What follows belongs to an exercise in optimizing a design on an open flow for small area; a production flow would make more cautious choices.
Only simulation tests tie the RTL to the original design; equivalence was not proved.
The clock port is modelled as an ideal driver, which makes a skipped or thinned clock tree look cheaper than it is; a real chip needs a root buffer or a tree.
No activity file was given, so power comes from the tool's default toggle rates.

Setup of 07-20:
==> flow/design.v <==
module dcsg #(parameter CLK = 3579545)
	(clk, reset, wr, data, sound_out);
input clk, reset, wr;
input [7:0] data;
output [15:0] sound_out;
reg [2:0] last;
reg fb;
reg [3:0] att_n[0:3];
wire [2:0] regsel = data[7] ? data[6:4] : last;
integer k;
always @(posedge clk)
	if (reset) begin
		last <= 0;
		fb <= 0;
		for (k = 0; k < 4; k = k + 1) att_n[k] <= 0;
	end
	else if (wr & data[7]) begin
		last <= data[6:4];
		if (data[4]) att_n[data[6:5]] <= ~data[3:0];
		else if (&data[6:5]) fb <= data[2];
	end
reg [1:0] divcnt, i;
wire step = ~|divcnt;
always @(posedge clk)
	if (reset) begin
		divcnt <= 0;
		i <= 0;
	end
	else begin
		divcnt <= { divcnt[1] ^ ~divcnt[0], ~divcnt[0] };
		if (step) i <= { i[1] ^ i[0], ~i[0] };
	end
reg pv, plo;
reg [6:0] pd;
reg [10:0] p0, p1, p2;
reg [1:0] nf;
reg z;
wire pnoise = &last[2:1];
wire pdefer = last[2] & ~last[1] & (divcnt == 2'd1) & (&i);
always @(posedge clk)
	if (reset) pv <= 0;
	else if (wr) pv <= ~regsel[0] & (data[7] | ~&regsel[2:1]);
	else if (~pdefer) pv <= 0;
always @(posedge clk)
	if (wr) begin
		plo <= data[7];
		pd <= data[6:0];
	end
always @(posedge clk)
	if (reset) begin
		nf <= 0;
		z <= 1;
		p0 <= 0;
		p1 <= 0;
		p2 <= 0;
	end
	else if (pv & ~pdefer)
		if (pnoise) begin
			nf <= pd[1:0];
			z <= 0;
		end
		else case ({ last[2:1], plo })
			3'b000: p0[10:4] <= pd;
			3'b001: p0[3:0] <= pd[3:0];
			3'b010: p1[10:4] <= pd;
			3'b011: p1[3:0] <= pd[3:0];
			3'b100: p2[10:4] <= pd;
			3'b101: p2[3:0] <= pd[3:0];
		endcase
wire [10:0] period3 = z ? 11'h000 : &nf ? { p2[9:0], 1'b0 } : 11'h20 << nf;
wire [10:0] period_i = i[1] ? (i[0] ? period3 : p2) : (i[0] ? p1 : p0);
function [12:0] tbl;
input [3:0] l;
	case (l)
		4'hf: tbl = 13'h1fff;
		4'he: tbl = 13'h196a;
		4'hd: tbl = 13'h1430;
		4'hc: tbl = 13'h1009;
		4'hb: tbl = 13'h0cbc;
		4'ha: tbl = 13'h0a1e;
		4'h9: tbl = 13'h0809;
		4'h8: tbl = 13'h0662;
		4'h7: tbl = 13'h0512;
		4'h6: tbl = 13'h0407;
		4'h5: tbl = 13'h0333;
		4'h4: tbl = 13'h028a;
		4'h3: tbl = 13'h0204;
		4'h2: tbl = 13'h019a;
		4'h1: tbl = 13'h0146;
		4'h0: tbl = 13'h0000;
	endcase
endfunction
reg [14:0] lfsr;
reg [2:0] r[0:15];
reg bw, fr;
wire fr0 = fr & ~|i;
wire [2:0] din = fr ? 3'b000 : r[15];
wire bin = step | bw;
wire bw1 = bin & ~din[0];
wire bw2 = bw1 & ~din[1];
wire [2:0] dsub = { din[2] ^ bw2, din[1] ^ bw1, din[0] ^ bin };
wire [2:0] dout = ~|divcnt[1:0] | divcnt[1] ? dsub : { din[2], dsub[1:0] };
wire out = ~fr0 & r[0][2];
wire trig = ~fr0 & ~|{ r[0][1:0], r[1], r[2], r[3] };
wire load = step & (trig | fr0);
wire [11:0] nxt = { ~fr0 & (&i ? lfsr[14] : ~out), period_i | {11{fr0}} };
always @(posedge clk) begin
	bw <= bw2 & ~din[2];
	r[0] <= dout;
	r[1] <= load ? nxt[11:9] : r[0];
	r[2] <= load ? nxt[8:6] : r[1];
	r[3] <= load ? nxt[5:3] : r[2];
	r[4] <= load ? nxt[2:0] : r[3];
	for (k = 5; k < 16; k = k + 1) r[k] <= r[k - 1];
end
reg [15:0] acc, sound_out;
wire [12:0] level = tbl(att_n[i]);
wire [15:0] acc_b = |i ? acc : 16'h0000;
wire sub = step & ~out;
wire [15:0] acc_y = { 3'b000, step ? level : 13'h0000 } ^ {16{sub}};
wire [16:0] acc_c;
wire [15:0] acc_d;
assign acc_c[0] = sub;
genvar b;
generate for (b = 0; b < 16; b = b + 1) begin : add
	assign acc_d[b] = acc_b[b] ^ acc_y[b] ^ acc_c[b];
	assign acc_c[b + 1] = acc_b[b] & acc_y[b] | acc_c[b] & (acc_b[b] ^ acc_y[b]);
end endgenerate
always @(posedge clk)
	acc <= acc_d;
always @(posedge clk)
	if (reset) begin
		fr <= 1;
		sound_out <= 0;
		lfsr <= 15'b1;
	end
	else begin
		if ((divcnt == 2'd1) & (&i)) fr <= 0;
		if (step & (&i)) sound_out <= acc_d;
		if (step & wr & regsel == 3'b110) lfsr <= 15'b1;
		else if (step & trig & (&i))
			lfsr <= { lfsr[13:0], lfsr[14] ^ lfsr[13] & fb };
	end
endmodule
==> flow/config.mk <==
export PLATFORM = sky130hd
export DESIGN_NAME = dcsg
export DESIGN_NICKNAME = dcsg
export VERILOG_FILES = /design/flow/design.v
export SDC_FILE = /design/flow/constraint.sdc
export NUM_CORES = 4
export LEC_CHECK = 0
export CAP_MARGIN = 0
export CORE_MARGIN = 2
export CORE_UTILIZATION = 60
export CTS_BUF_LIST = sky130_fd_sc_hd__clkbuf_4 sky130_fd_sc_hd__clkbuf_8
export SLEW_MARGIN = 0
==> flow/constraint.sdc <==
create_clock -name core_clock -period 5.0 [get_ports {clk}]
set_input_delay 1.0000 -clock core_clock [delete_from_list [all_inputs] [get_ports {clk}]]
set_output_delay 1.0000 -clock core_clock [all_outputs]
set_load 0.01 [all_outputs]
run.sh (not shown) runs the stock make flow with config.mk's settings and CLKGATE_MAP_FILE= SYNTH_SCRIPT=/design/flow/synth_recipe.tcl, a recipe that flattens the netlist after the stock synthesis.
07-20 had finished all stages when the layout checks came back failing, citing setup timing.
### 07-20 -> 11-11
- CTS_BUF_LIST now sky130_fd_sc_hd__clkbuf_8, was sky130_fd_sc_hd__clkbuf_4 sky130_fd_sc_hd__clkbuf_8
- CAP_MARGIN now 20, was 0
- SLEW_MARGIN now 20, was 0
Findings:
Cmp 07-20 and 11-11 / slew at the pin with the worst max-slew slack / higher: 07-20. For part of the power in registers, 11-11 and 07-20 come out practically identical. The clock network power share on 11-11 is in line with that on 07-20. None of the runs 07-20 and 11-11 ends with a clean layout. | 07-20 | all stages done | FAIL | setup timing |. | final standard cell area without fillers | 07-20 vs 11-11 | ≈ equal |.

---

Another version of the RTL of dcsg (not shown whole).
For scale: ~27 I/O pins.
Settings: LEC_CHECK=0, CAP_MARGIN=20, CORE_MARGIN=2, CORE_UTILIZATION=65, CTS_BUF_LIST=sky130_fd_sc_hd__clkbuf_8, PLACE_DENSITY=0.8, SLEW_MARGIN=20; clock period 5.0 ns.
standard.sh (not shown) runs the stock make flow with config.mk's settings and CLKGATE_MAP_FILE= SYNTH_SCRIPT=/design/flow/synth_recipe.tcl, a recipe that flattens the netlist after the stock synthesis.
==> flow/flow/run.sh <==
#!/bin/bash
# The standard layout (the standard.sh, ORFS on sky130hd), with two changes:
# the port buffers are the smallest buffer, and the clock tree is built by
# cts.tcl (one small root buffer and six leaf buffers) in place of ORFS's CTS.
# Logs: standard_place.log and standard.log (make), cts.log (clock tree),
# and ORFS's own logs in orfs/logs.
set -euo pipefail
ARGS=("BUFFER_PORTS_ARGS=-inputs -outputs -buffer_cell sky130_fd_sc_hd__buf_1")
bash standard.sh "${ARGS[@]}" place > standard_place.log 2>&1
RESULTS=$PWD/orfs/results/sky130hd/dcsg/base NBUF=6 \
	CBUF=sky130_fd_sc_hd__clkbuf_16 RBUF=sky130_fd_sc_hd__clkbuf_4 CLKNET=clk \
	openroad -no_init -exit flow/cts.tcl > cts.log 2>&1
bash standard.sh "${ARGS[@]}" finish > standard.log 2>&1
Other scripts of this flow, unchanged in this note and not shown: flow/flow/clock_tree.tcl, flow/flow/cts.tcl
Then changed:
Settings changed: CORE_UTILIZATION 65 to 60, PLACE_DENSITY 0.8 to unset.
Final cell count does not change; sequential cell count is unchanged; total power drops by 1.5%; die area rose by 8.0%; routed wire length is lower by 7.0%; via count went down by 4.8%; critical path depth does not change; cell area is lower by 0.52%.
No run of this note takes its clock network from TritonCTS; it comes from the design's own scripts or RTL.

---

== alpha ==
Another version of the RTL of dcsg (not shown whole).
Size in the first run: roughly 160 flip-flops, roughly 6800 µm² of cells after synthesis.
Settings: LEC_CHECK=0, CAP_MARGIN=20, CORE_MARGIN=2, CORE_UTILIZATION=60, CTS_BUF_LIST=sky130_fd_sc_hd__clkbuf_8, SLEW_MARGIN=20; clock period 5.0 ns.
==> flow/flow/run.sh <==
#!/bin/bash
# The standard layout (the standard.sh, ORFS on sky130hd), with two changes:
# the port buffers are the smallest buffer, and clock tree synthesis adds no
# dummy loads. Each tool's output is in orfs/logs; make's output in standard.log.
set -euo pipefail
bash standard.sh \
	"BUFFER_PORTS_ARGS=-inputs -outputs -buffer_cell sky130_fd_sc_hd__buf_1" \
	"CTS_ARGS=-sink_clustering_enable -repair_clock_nets -buf_list sky130_fd_sc_hd__clkbuf_8 -sink_clustering_size 30 -sink_clustering_max_diameter 80 -dont_use_dummy_load" \
	finish > standard.log 2>&1
Changes in beta relative to alpha:
Settings: CAP_MARGIN changed from 20 to 0; SLEW_MARGIN changed from 20 to 0.
--- a/flow/flow/run.sh
+++ b/flow/flow/run.sh
@@ -6,4 +6,4 @@
 bash standard.sh \
 	"BUFFER_PORTS_ARGS=-inputs -outputs -buffer_cell sky130_fd_sc_hd__buf_1" \
-	"CTS_ARGS=-sink_clustering_enable -repair_clock_nets -buf_list sky130_fd_sc_hd__clkbuf_8 -sink_clustering_size 30 -sink_clustering_max_diameter 80 -dont_use_dummy_load" \
+	"CTS_ARGS=-sink_clustering_enable -repair_clock_nets -buf_list sky130_fd_sc_hd__clkbuf_8 -dont_use_dummy_load" \
 	finish > standard.log 2>&1
Findings:
- Clock power: lower on beta
- Diff alpha..beta | multiplexer share of the synthesized area | unchanged
- Detailed-route vias per instance in beta is 0.71% above alpha.
- The switching share of power of beta and that of alpha are within noise of each other.
- Fmax on beta is down relative to alpha.
- beta against alpha: setup slack saw a decrease, total power saw little to no change.
- Between alpha and beta, the difference in final wirelength is negligible.
- Diff alpha..beta | utilization | negligible
## Diff of input files: gamma against beta
Settings: swapping 0 for 20 in SLEW_MARGIN; swapping 0 for 20 in CAP_MARGIN.
Results
- Summary of gamma over beta: number of fillers in the final layout -15; fraction of power consumed by combinational cells about even; worst path required time closely matched the old numbers.
- beta -> gamma: half-perimeter wire length of the detailed placement result flat
- For final area, gamma and beta come out practically identical.
- Diff gamma..beta | final-layout non-clock buffer area share | negligible
#### Input delta (delta over gamma)
Settings: GPL_TIMING_DRIVEN: unset -> 0.
## What came out
Taking gamma as the reference point, the wire length of delta rises by 8.7%. On violation count after the first detailed-route iteration: between delta and gamma, it ends up higher for delta. Total power density per cell area of delta falls short of that of gamma slightly. The run showing the smaller post-CTS setup repair buffer count is gamma. Comparing delta and gamma, the higher global-route usage was measured on delta. Post-route antenna net violation count: delta vs gamma — no meaningful difference.

==> afterwards: timing with drivers on the ports <==
The results above use ideal ports. As a check the final layouts listed here were re-extracted and re-timed, cells and wires unchanged.
Step 1, drivers: a clkbuf_16 drives clk and a buf_2 each remaining input, both assumed.
Step 2 adds t to the input delays and takes it off the output delays; t is the mean of the earliest and latest rising clock arrival at the registers after step 1. Input paths then give back, and output paths get back, about the clock's delay inside the block.
Three values: ideal ports, drivers, drivers and shift; two values: the first two.
| run | t, ns | setup slack, ns | latest minus earliest clock arrival (ns) | slew at the worst register clock pin (ns) | pins driven straight from the clock port |
|---|---|---|---|---|---|
| 07-20 | 0.477 | -2.235 / -2.235 / -2.235 | 0.014 / 0.014 | 0.09 / 0.09 | 1 |
| 11-11 | 0.477 | -2.236 / -2.236 / -2.236 | 0.013 / 0.014 | 0.09 / 0.09 | 1 |
| the first run of note 2 | 0.554 | 0.444 / 0.444 / 0.444 | 0.017 / 0.017 | 0.11 / 0.11 | 1 |
| the second run of note 2 | 0.550 | 0.389 / 0.389 / 0.389 | 0.017 / 0.017 | 0.11 / 0.11 | 1 |
| alpha | 0.462 | 0.331 / 0.331 / 0.331 | 0.038 / 0.038 | 0.08 / 0.08 | 1 |
| beta | 0.456 | 0.253 / 0.253 / 0.253 | 0.034 / 0.033 | 0.08 / 0.08 | 1 |
| gamma | 0.462 | 0.331 / 0.331 / 0.331 | 0.038 / 0.038 | 0.08 / 0.08 | 1 |
| delta | 0.468 | 0.310 / 0.310 / 0.310 | 0.024 / 0.024 | 0.08 / 0.08 | 1 |
